This is an optimization exercise on Yosys and OpenROAD, whose aim is small area, a short achievable clock period and few clock cycles per item, not a production implementation.
RTL that was checked went through simulation tests only; none was proved equivalent to the original.
Power figures rest on the tool's default switching activity, not on a simulated workload.

## sa_top
module sa_top (
    input  logic          clk_i,
    input  logic          rst_ni,
    input  logic          s_valid_i,
    input  logic          s_last_i,
    input  logic          m_ready_i,
    output logic          s_ready_o,
    output logic          m_valid_o,
    output logic          m_last_o,
    input  logic [ 15:0]  sx_data_i,
    input  logic [ 63:0]  sk_data_i,
    output logic [ 63:0]  m_data_o
);
  localparam int R  = 4;
  localparam int C  = 8;
  localparam int CW = 1;   
  localparam int NC = 16 / CW;
  logic adv_q;   
  wire  adv_n;
  logic [15:0] x0;
  logic [63:0] w0;
  logic        v0, l0;
  logic [2:0]  cnt;   
  wire hold = l0 && (cnt != 3'd7);
  wire go0  = v0 && !hold;   
  assign s_ready_o = adv_q && !(v0 && hold);
  always_ff @(posedge clk_i)
    if (s_ready_o) begin
      x0 <= sx_data_i;
      w0 <= sk_data_i;
      l0 <= s_last_i;
    end
  always_ff @(posedge clk_i)
    if (!rst_ni) v0 <= 1'b0;
    else if (s_ready_o) v0 <= s_valid_i;
  always_ff @(posedge clk_i)
    if (!rst_ni) cnt <= 3'd7;
    else if (adv_q) begin
      if (go0 && l0) cnt <= 3'd0;
      else if (cnt != 3'd7) cnt <= cnt + 3'd1;
    end
  logic [C:1]  vs, ls;
  logic [15:0] xs [1:C-1];
  logic [7:0]  ws [1:C-1][1:C-1];   
  always_ff @(posedge clk_i)
    if (!rst_ni) vs <= '0;
  ...
Size: ~9,300 cells after synthesis, ~1,600 flip-flops, roughly 0.093 mm2 of cells after synthesis.
==> module sa_top, before the edit <==
module sa_top (
    input  logic          clk_i,
    input  logic          rst_ni,
    input  logic          s_valid_i,
    input  logic          s_last_i,
    input  logic          m_ready_i,
    output logic          s_ready_o,
    output logic          m_valid_o,
    output logic          m_last_o,
    input  logic [ 15:0]  sx_data_i,
    input  logic [ 63:0]  sk_data_i,
    output logic [ 63:0]  m_data_o
);
  localparam int R  = 4;
  localparam int C  = 8;
  localparam int CW = 1;   
  localparam int NC = 16 / CW;
  logic adv_q;   
  wire  adv_n;
  logic [15:0] x0;
  logic [63:0] w0;
  logic        v0, l0;
  logic [2:0]  cnt;   
  wire hold = l0 && (cnt != 3'd7);
  wire go0  = v0 && !hold;   
  assign s_ready_o = adv_q && !(v0 && hold);
  always_ff @(posedge clk_i)
    if (s_ready_o) begin
      x0 <= sx_data_i;
      w0 <= sk_data_i;
      l0 <= s_last_i;
    end
  always_ff @(posedge clk_i)
    if (!rst_ni) v0 <= 1'b0;
    else if (s_ready_o) v0 <= s_valid_i;
  always_ff @(posedge clk_i)
    if (!rst_ni) cnt <= 3'd7;
    else if (adv_q) begin
      if (go0 && l0) cnt <= 3'd0;
      else if (cnt != 3'd7) cnt <= cnt + 3'd1;
    end
  logic [C:1]  vs, ls;
  logic [15:0] xs [1:C-1];
  logic [7:0]  ws [1:C-1][1:C-1];   
  always_ff @(posedge clk_i)
    if (!rst_ni) vs <= '0;
    else if (adv_q) vs <= {vs[C-1:1], go0};
  always_ff @(posedge clk_i)
    if (adv_q) ls <= {ls[C-1:1], l0};
  for (genvar j = 1; j < C; j++) begin : g_stage
    always_ff @(posedge clk_i)
      if (adv_q) xs[j] <= (j == 1) ? x0 : xs[j-1];
    for (genvar c = j; c < C; c++) begin : g_w
      always_ff @(posedge clk_i)
        if (adv_q) ws[j][c] <= (j == 1) ? w0[8*c +: 8] : ws[j-1][c];
    end
  end
  logic [15:0]   acc [C][R];
  logic [NC-1:0] cy  [C][R];
  logic [C-1:0]  fc;   
  logic [C-1:0] act_q;
  wire       v0_n   = s_ready_o ? s_valid_i : v0;
  wire       l0_n   = s_ready_o ? s_last_i : l0;
  wire [2:0] cnt_n  = !adv_q ? cnt : (go0 && l0) ? 3'd0 : (cnt != 3'd7) ? cnt + 3'd1 : cnt;
  wire       go0_n  = v0_n && !(l0_n && (cnt_n != 3'd7));
  wire [C-1:1] vs_n = adv_q ? {vs[C-2:1], go0} : vs[C-1:1];
  always_ff @(posedge clk_i)
    if (!rst_ni) act_q <= '0;
    else act_q <= {C{adv_n}} & {vs_n, go0_n};
  for (genvar c = 0; c < C; c++) begin : g_col
    wire        vc = act_q[c];
    wire        lc = (c == 0) ? l0 : ls[c];
    wire [15:0] xc = (c == 0) ? x0 : xs[c];
    wire [7:0]  wc = (c == 0) ? w0[7:0] : ws[c][c];
    always_ff @(posedge clk_i)
      if (!rst_ni) fc[c] <= 1'b1;
      else if (vc) fc[c] <= lc;
    for (genvar r = 0; r < R; r++) begin : g_row
      mac_cell #(.CW(CW)) u_mac (
          .clk_i(clk_i),
          .v_i  (vc),
          .clr_i(vc && fc[c]),
          .x_i  (xc[4*r +: 4]),
          .w_i  (wc),
          .acc_o(acc[c][r]),
          .cy_o (cy[c][r])
      );
    end
  end
  wire [C-1:0] sel = vs[C:1] & ls[C:1];
  logic [15:0]   macc [R];
  logic [NC-1:0] mcy  [R];
  logic [63:0]   pd;
  always_comb begin
    for (int r = 0; r < R; r++) begin
      macc[r] = '0;
      mcy[r]  = '0;
      for (int c = 0; c < C; c++) begin
        macc[r] = macc[r] | ({16{sel[c]}} & acc[c][r]);
        mcy[r]  = mcy[r]  | ({NC{sel[c]}} & cy[c][r]);
      end
    end
  end
  for (genvar r = 0; r < R; r++) begin : g_res
    mac_resolve #(.CW(CW)) u_res (.acc_i(macc[r]), .cy_i(mcy[r]), .y_o(pd[16*r +: 16]));
  end
  wire push = adv_q && |sel;
  wire pl   = sel[C-1];
  wire pop  = m_valid_o && m_ready_i;
  logic        hv, sv, hl, sl;
  logic [63:0] hd, sd;
  wire take = !hv || pop;   
  always_ff @(posedge clk_i)
    if (!rst_ni) begin
      hv <= 1'b0;
      sv <= 1'b0;
    end else if (take) begin
      hv <= sv || push;
      sv <= sv && push;
    end else begin
      sv <= sv || push;
    end
  always_ff @(posedge clk_i)
    if (take) begin
      hd <= sv ? sd : pd;
      hl <= sv ? sl : pl;
    end
  always_ff @(posedge clk_i)
    if (push && !(take && !sv)) begin
      sd <= pd;
      sl <= pl;
    end
  wire hv_n = take ? (sv || push) : hv;
  wire sv_n = take ? (sv && push) : (sv || push);
  assign adv_n = !(hv_n && sv_n);
  always_ff @(posedge clk_i)
    if (!rst_ni) adv_q <= 1'b1;
    else adv_q <= adv_n;
  assign m_valid_o = hv;
  assign m_last_o  = hl;
  assign m_data_o  = hd;
endmodule
make LEC_CHECK=0 CAP_MARGIN=20 CORE_MARGIN=2 CORE_UTILIZATION=40 PLACE_DENSITY=0.6 SLEW_MARGIN=20 finish   # period 4.2 ns
run.sh (not shown) runs the stock make flow with config.mk's settings and CLKGATE_MAP_FILE= SYNTH_SCRIPT=/design/flow/synth_recipe.tcl, a recipe that flattens the netlist after the stock synthesis.
Edit:
--- a/flow/design.v
+++ b/flow/design.v
@@ -86,13 +86,13 @@
     input  logic [ 15:0]  sx_data_i,
     input  logic [ 63:0]  sk_data_i,
     output logic [ 63:0]  m_data_o
 );
   localparam int R  = 4;
   localparam int C  = 8;
-  localparam int CW = 1;   
+  localparam int CW = 2;   
   localparam int NC = 16 / CW;
   logic adv_q;   
   wire  adv_n;
   logic [15:0] x0;
   logic [63:0] w0;
   logic        v0, l0;
Result: Via count went down by 11%. Sequential share of layout area went down by 1.3 points. Combinational power barely changes. Critical path depth goes down by 3. Worst setup slack gets better by 0.060 ns. Global-route usage is higher by 1.1 points. Sequential power drops by about 5%. Worst hold slack is better by 0.0082 ns. Wire length falls by 8.4%. Design area is lower by 11%. First-iteration DRC count shrinks by 4.1%.
Function was not checked in any run of this note: the RTL went through the layout flow alone.

* * *

Setup of old:
The RTL this note starts from:
==> flow/design.v <==
module booth_enc (
    input  logic [3:0] x_i,
    output logic [5:0] xe_o
);
  assign xe_o[0] = x_i[1];
  assign xe_o[1] = x_i[0];
  assign xe_o[2] = x_i[1] & ~x_i[0];
  assign xe_o[3] = x_i[3];
  assign xe_o[4] = x_i[2] ^ x_i[1];
  assign xe_o[5] = (x_i[3] & ~x_i[2] & ~x_i[1]) | (~x_i[3] & x_i[2] & x_i[1]);
endmodule
module mac_cell #(
    parameter int CW = 4,                
    localparam int NC = 16 / CW          
) (
    input  logic              clk_i,
    input  logic              v_i,       
    input  logic              clr_i,     
    input  logic [5:0]        xe_i,      
    input  logic [7:0]        w_i,
    output logic [15:0]       acc_o,     
    output logic [NC-1:0]     cy_o       
);
  wire neg0 = v_i & xe_i[0];
  wire one0 = v_i & xe_i[1];
  wire two0 = v_i & xe_i[2];
  wire neg1 = v_i & xe_i[3];
  wire one1 = v_i & xe_i[4];
  wire two1 = v_i & xe_i[5];
  wire [8:0] ws = {w_i[7], w_i};
  wire [8:0] m0 = ({9{one0}} & ws) | ({9{two0}} & {w_i, 1'b0});
  wire [8:0] m1 = ({9{one1}} & ws) | ({9{two1}} & {w_i, 1'b0});
  wire [9:0] p0 = {m0[8], m0} ^ {10{neg0}};   
  wire [9:0] p1 = {m1[8], m1} ^ {10{neg1}};   
  wire [15:0] xa = {4'b0000, v_i & ~p0[9], p0[9], p0[9], p0[8:0]};
  wire [15:0] ya = {4'b0000, v_i & ~p1[9], p1[8:0], 2'b00};
  logic [15:0]   acc_q;
  logic [NC-1:0] cy_q;
  wire  [15:0]   a  = clr_i ? 16'd0 : acc_q;
  wire  [NC-1:0] ci = clr_i ? '0 : cy_q;
  logic [15:0] s, c;
  always_comb begin
    s = '0;
    c = '0;
    s[0] = a[0]; c[0] = xa[0];
    s[1] = a[1]; c[1] = xa[1];
    c[2] = neg1;
    for (int i = 2; i < 16; i++) begin
      s[i] = a[i] ^ xa[i] ^ ya[i];
      if (i < 15) c[i+1] = (a[i] & xa[i]) | (a[i] & ya[i]) | (xa[i] & ya[i]);
    end
  end
  logic [15:0]   sum;
  logic [NC-1:0] co;
  always_comb begin
    for (int k = 0; k < NC; k++) begin
      logic cc;
      cc = (k == 0) ? neg0 : ci[k];
      for (int i = k * CW; i < (k + 1) * CW; i++) begin
        sum[i] = s[i] ^ c[i] ^ cc;
        cc     = (s[i] & c[i]) | (s[i] & cc) | (c[i] & cc);
      end
      co[k] = cc;
    end
  end
  always_ff @(posedge clk_i) begin
    acc_q <= sum;
    cy_q  <= {co[NC-2:0], 1'b0};
  end
  assign acc_o = acc_q;
  assign cy_o  = cy_q;
endmodule
module mac_resolve #(
    parameter int CW = 4,
    localparam int NC = 16 / CW
) (
    input  logic [15:0]   acc_i,
    input  logic [NC-1:0] cy_i,
    output logic [15:0]   y_o
);
  logic [15:0] cv;
  always_comb begin
    cv = '0;
    for (int k = 1; k < NC; k++) cv[k*CW] = cy_i[k];
  end
  assign y_o = acc_i + cv;
endmodule
module sa_top (
    input  logic          clk_i,
    input  logic          rst_ni,
    input  logic          s_valid_i,
    input  logic          s_last_i,
    input  logic          m_ready_i,
    output logic          s_ready_o,
    output logic          m_valid_o,
    output logic          m_last_o,
    input  logic [ 15:0]  sx_data_i,
    input  logic [ 63:0]  sk_data_i,
    output logic [ 63:0]  m_data_o
);
  localparam int R  = 4;
  localparam int C  = 8;
  localparam int CW = 2;   
  localparam int NC = 16 / CW;
  logic adv_q;   
  wire  adv_n;
  logic [23:0] x0;   
  logic [63:0] w0;
  logic        v0, l0;
  logic [2:0]  cnt;   
  wire hold = l0 && (cnt != 3'd7);
  wire go0  = v0 && !hold;   
  logic rdy_q;   
  assign s_ready_o = rdy_q;
  logic [23:0] xenc;
  for (genvar r = 0; r < R; r++) begin : g_enc
    booth_enc u_enc (.x_i(sx_data_i[4*r +: 4]), .xe_o(xenc[6*r +: 6]));
  end
  always_ff @(posedge clk_i)
    if (s_ready_o || !v0) begin
      x0 <= xenc;
      w0 <= sk_data_i;
      l0 <= s_last_i;
    end
  always_ff @(posedge clk_i)
    if (!rst_ni) v0 <= 1'b0;
    else if (s_ready_o) v0 <= s_valid_i;
  logic [3:0] nbeat, kmod;
  always_ff @(posedge clk_i)
    if (!rst_ni) nbeat <= 4'd0;
    else if (adv_q && go0) nbeat <= l0 ? 4'd0 : nbeat + 4'd1;
  always_ff @(posedge clk_i)
    if (adv_q && go0 && l0) kmod <= nbeat + 4'd1;
  always_ff @(posedge clk_i)
    if (!rst_ni) cnt <= 3'd7;
    else if (adv_q) begin
      if (go0 && l0) cnt <= 3'd0;
      else if (cnt != 3'd7) cnt <= cnt + 3'd1;
    end
  logic [C-1:1] vs, ls;
  logic [23:0] xs [1:C-1];
  logic [7:0]  ws [1:C-1][1:C-1];   
  always_ff @(posedge clk_i)
    if (!rst_ni) vs <= '0;
    else if (adv_q) vs <= {vs[C-2:1], go0};
  always_ff @(posedge clk_i)
    if (adv_q) ls <= {ls[C-2:1], l0};
  for (genvar j = 1; j < C; j++) begin : g_stage
    always_ff @(posedge clk_i)
      if (adv_q) xs[j] <= (j == 1) ? x0 : xs[j-1];
    for (genvar c = j; c < C; c++) begin : g_w
      always_ff @(posedge clk_i)
        if (adv_q) ws[j][c] <= (j == 1) ? w0[8*c +: 8] : ws[j-1][c];
    end
  end
  logic [15:0]   acc [C][R];
  logic [NC-1:0] cy  [C][R];
  logic [C-1:0]  fc;   
  logic [C-1:0] act_q;
  wire       v0_n   = s_ready_o ? s_valid_i : v0;
  wire       l0_n   = s_ready_o ? s_last_i : l0;
  wire [2:0] cnt_n  = !adv_q ? cnt : (go0 && l0) ? 3'd0 : (cnt != 3'd7) ? cnt + 3'd1 : cnt;
  wire       hold_n = l0_n && (cnt_n != 3'd7);
  wire       go0_n  = v0_n && !hold_n;
  wire [C-1:1] vs_n = adv_q ? {vs[C-2:1], go0} : vs[C-1:1];
  wire [C-1:0] act_n = {C{adv_n}} & {vs_n, go0_n};
  logic [C-1:0] clr_q;
  always_ff @(posedge clk_i)
    if (!rst_ni) act_q <= '0;
    else act_q <= act_n;
  for (genvar c = 0; c < C; c++) begin : g_col
    wire        vc = act_q[c];
    wire        lc = (c == 0) ? l0 : ls[c];
    wire [23:0] xc = (c == 0) ? x0 : xs[c];
    wire [7:0]  wc = (c == 0) ? w0[7:0] : ws[c][c];
    always_ff @(posedge clk_i)
      if (!rst_ni) fc[c] <= 1'b1;
      else if (vc) fc[c] <= lc;
    wire fc_n = vc ? lc : fc[c];
    always_ff @(posedge clk_i)
      if (!rst_ni) clr_q[c] <= 1'b0;
      else clr_q[c] <= act_n[c] && fc_n;
    for (genvar r = 0; r < R; r++) begin : g_row
      mac_cell #(.CW(CW)) u_mac (
          .clk_i(clk_i),
          .v_i  (vc),
          .clr_i(clr_q[c]),
          .xe_i (xc[6*r +: 6]),
          .w_i  (wc),
          .acc_o(acc[c][r]),
          .cy_o (cy[c][r])
      );
    end
  end
  logic [C-1:0] sel;
  logic         push;
  wire [C-1:0] sel_n = adv_q ? ({vs[C-1:1], go0} & {ls[C-1:1], l0}) : sel;
  always_ff @(posedge clk_i)
    if (!rst_ni) begin
      sel  <= '0;
      push <= 1'b0;
    end else begin
      sel  <= sel_n;
      push <= adv_n && |sel_n;
    end
  logic [15:0]   macc [R];
  logic [NC-1:0] mcy  [R];
  always_comb begin
    for (int r = 0; r < R; r++) begin
      macc[r] = '0;
      mcy[r]  = '0;
      for (int c = 0; c < C; c++) begin
        macc[r] = macc[r] | ({16{sel[c]}} & acc[c][r]);
        mcy[r]  = mcy[r]  | ({NC{sel[c]}} & cy[c][r]);
      end
    end
  end
  logic          pv, pl;
  logic [15:0]   pacc [R];
  logic [NC-1:0] pcy  [R];
  logic [63:0]   pres;
  for (genvar r = 0; r < R; r++) begin : g_res
    mac_resolve #(.CW(CW)) u_res (.acc_i(pacc[r]), .cy_i(pcy[r]), .y_o(pres[16*r +: 16]));
  end
  always_ff @(posedge clk_i)
    if (push)
      for (int r = 0; r < R; r++) begin
        pacc[r] <= {macc[r][15:12] - kmod, macc[r][11:0]};
        pcy[r]  <= mcy[r];
      end
  always_ff @(posedge clk_i)
    if (push) begin
      pl  <= sel[C-1];
    end
  logic        hv, sv, hl, sl;
  logic [63:0] hd, sd;
  wire take  = !hv || m_ready_i;     
  wire pmove = pv && (take || !sv);  
  always_ff @(posedge clk_i)
    if (take) begin
      hd <= sv ? sd : pres;
      hl <= sv ? sl : pl;
    end
  always_ff @(posedge clk_i)
    if (pmove && !(take && !sv)) begin
      sd <= pres;
      sl <= pl;
    end
  wire pv_n = push || (pv && !pmove);
  wire hv_n = take ? (sv || pv) : hv;
  wire sv_n = take ? (sv && pv) : (sv || pv);
  always_ff @(posedge clk_i)
    if (!rst_ni) begin
      pv <= 1'b0;
      hv <= 1'b0;
      sv <= 1'b0;
    end else begin
      pv <= pv_n;
      hv <= hv_n;
      sv <= sv_n;
    end
  assign adv_n = !(pv_n && sv_n);
  always_ff @(posedge clk_i)
    if (!rst_ni) adv_q <= 1'b1;
    else adv_q <= adv_n;
  assign m_valid_o = hv;
  assign m_last_o  = hl;
  assign m_data_o  = hd;
  always_ff @(posedge clk_i)
    if (!rst_ni) rdy_q <= 1'b1;
    else rdy_q <= adv_n && !(v0_n && hold_n);
endmodule
clock: 4.2 ns
lec_check: 0
cap_margin: 20
core_margin: 2
core_utilization: 40
place_density: 0.6
setup_slack_margin: 1.38
slew_margin: 20
Testbench counts of old, summed over its fixed seeds: cycles 5,488, items 384.
--- input diff old..new ---
-- flow/design.v --
<<< old, line 1
module booth_enc (
    input  logic [3:0] x_i,
    output logic [5:0] xe_o
);
  assign xe_o[0] = x_i[1];
  assign xe_o[1] = x_i[0];
  assign xe_o[2] = x_i[1] & ~x_i[0];
  assign xe_o[3] = x_i[3];
  assign xe_o[4] = x_i[2] ^ x_i[1];
  assign xe_o[5] = (x_i[3] & ~x_i[2] & ~x_i[1]) | (~x_i[3] & x_i[2] & x_i[1]);
endmodule
module mac_cell #(
>>> new, line 1
module booth_enc (
    input  logic [3:0] x_i,
    output logic [4:0] xe_o
);
  assign xe_o[3:0] = x_i;
  assign xe_o[4]   = (x_i[3] & ~x_i[2] & ~x_i[1]) | (~x_i[3] & x_i[2] & x_i[1]);
endmodule
module mac_cell #(
<<< old, line 17
    input  logic              v_i,       
    input  logic              clr_i,     
    input  logic [5:0]        xe_i,      
    input  logic [7:0]        w_i,
    output logic [15:0]       acc_o,     
    output logic [NC-1:0]     cy_o       
);
  wire neg0 = v_i & xe_i[0];
  wire one0 = v_i & xe_i[1];
  wire two0 = v_i & xe_i[2];
  wire neg1 = v_i & xe_i[3];
  wire one1 = v_i & xe_i[4];
  wire two1 = v_i & xe_i[5];
  wire [8:0] ws = {w_i[7], w_i};
  wire [8:0] m0 = ({9{one0}} & ws) | ({9{two0}} & {w_i, 1'b0});
>>> new, line 13
    input  logic              v_i,       
    input  logic              clr_i,     
    input  logic [4:0]        xe_i,      
    input  logic [7:0]        w_i,       
    output logic [15:0]       acc_o,     
    output logic [NC-1:0]     cy_o       
);
  wire neg0 = v_i & xe_i[1];
  wire one0 = xe_i[0];
  wire two0 = xe_i[1] & ~xe_i[0];
  wire neg1 = v_i & xe_i[3];
  wire one1 = xe_i[2] ^ xe_i[1];
  wire two1 = xe_i[4];
  wire [8:0] ws = {w_i[7], w_i};
  wire [8:0] m0 = ({9{one0}} & ws) | ({9{two0}} & {w_i, 1'b0});
<<< old, line 105
  logic adv_q;   
  wire  adv_n;
  logic [23:0] x0;   
  logic [63:0] w0;
  logic        v0, l0;
>>> new, line 101
  logic adv_q;   
  wire  adv_n;
  logic [19:0] x0;   
  logic [63:0] w0;
  logic        v0, l0;
<<< old, line 113
  logic rdy_q;   
  assign s_ready_o = rdy_q;
  logic [23:0] xenc;
  for (genvar r = 0; r < R; r++) begin : g_enc
    booth_enc u_enc (.x_i(sx_data_i[4*r +: 4]), .xe_o(xenc[6*r +: 6]));
  end
  always_ff @(posedge clk_i)
>>> new, line 109
  logic rdy_q;   
  assign s_ready_o = rdy_q;
  logic [19:0] xenc;
  for (genvar r = 0; r < R; r++) begin : g_enc
    booth_enc u_enc (.x_i(sx_data_i[4*r +: 4]), .xe_o(xenc[5*r +: 5]));
  end
  always_ff @(posedge clk_i)
<<< old, line 139
    end
  logic [C-1:1] vs, ls;
  logic [23:0] xs [1:C-1];
  logic [7:0]  ws [1:C-1][1:C-1];   
  always_ff @(posedge clk_i)
>>> new, line 135
    end
  logic [C-1:1] vs, ls;
  logic [19:0] xs [1:C-1];
  logic [7:0]  ws [1:C-1][1:C-1];   
  always_ff @(posedge clk_i)
<<< old, line 172
    wire        vc = act_q[c];
    wire        lc = (c == 0) ? l0 : ls[c];
    wire [23:0] xc = (c == 0) ? x0 : xs[c];
    wire [7:0]  wc = (c == 0) ? w0[7:0] : ws[c][c];
    always_ff @(posedge clk_i)
      if (!rst_ni) fc[c] <= 1'b1;
>>> new, line 168
    wire        vc = act_q[c];
    wire        lc = (c == 0) ? l0 : ls[c];
    wire [19:0] xc = (c == 0) ? x0 : xs[c];
    wire [7:0]  wc = (c == 0) ? w0[7:0] : ws[c][c];
    wire [7:0]  wcg = {8{vc}} & wc;   
    always_ff @(posedge clk_i)
      if (!rst_ni) fc[c] <= 1'b1;
<<< old, line 186
          .v_i  (vc),
          .clr_i(clr_q[c]),
          .xe_i (xc[6*r +: 6]),
          .w_i  (wc),
          .acc_o(acc[c][r]),
          .cy_o (cy[c][r])
>>> new, line 183
          .v_i  (vc),
          .clr_i(clr_q[c]),
          .xe_i (xc[5*r +: 5]),
          .w_i  (wcg),
          .acc_o(acc[c][r]),
          .cy_o (cy[c][r])
- Of old and new, the higher count of buffering cells on the critical path with inverters included belongs to old.
- For post-CTS setup repair buffer count, dividing the value from old by the value from new gives 0.50.
- Comparing old and new, the higher setup slack at placement was measured on old.
- Register-to-register slack: new < old
- Overall track demand over capacity in global routing | new above old
Only the layout flow was run in new; the RTL was not checked for function there.

==> what the ideal ports hide <==
The results above use ideal ports. As a check the final layouts listed here were re-extracted and re-timed, cells and wires unchanged. Step 1 assumes that a clkbuf_16 drives the clock port and a buf_2 every other input. Step 2, shift: input delay + t, output delay - t, t = (earliest + latest rising clock arrival at the registers) / 2. This alone moves slack from input paths to output paths. a / b / c = ideal ports / drivers / drivers and shift; a / b = the first two.
| run | t (ns) | setup slack, ns | worst setup path at the end | slew at the worst register clock pin (ns) | worst slew at a driven data input, ns |
|---|---|---|---|---|---|
| the first run of note 1 | 0.962 | 0.201 / 0.201 / 0.201 | register to register | 0.07 / 0.07 | 0.09 |
| the second run of note 1 | 0.923 | 0.261 / 0.242 / 0.261 | register to register | 0.07 / 0.07 | 0.05 |
| old | 0.916 | 1.405 / 1.405 / 0.954 | input to register | 0.06 / 0.06 | 0.19 |
| new | 0.916 | 1.368 / 1.368 / 1.099 | input to register | 0.07 / 0.07 | 0.18 |
After both steps every run listed still meets setup and hold. The setup slack of old, which loses most, moves by 0.000 ns with the drivers and by -0.451 ns with both steps.
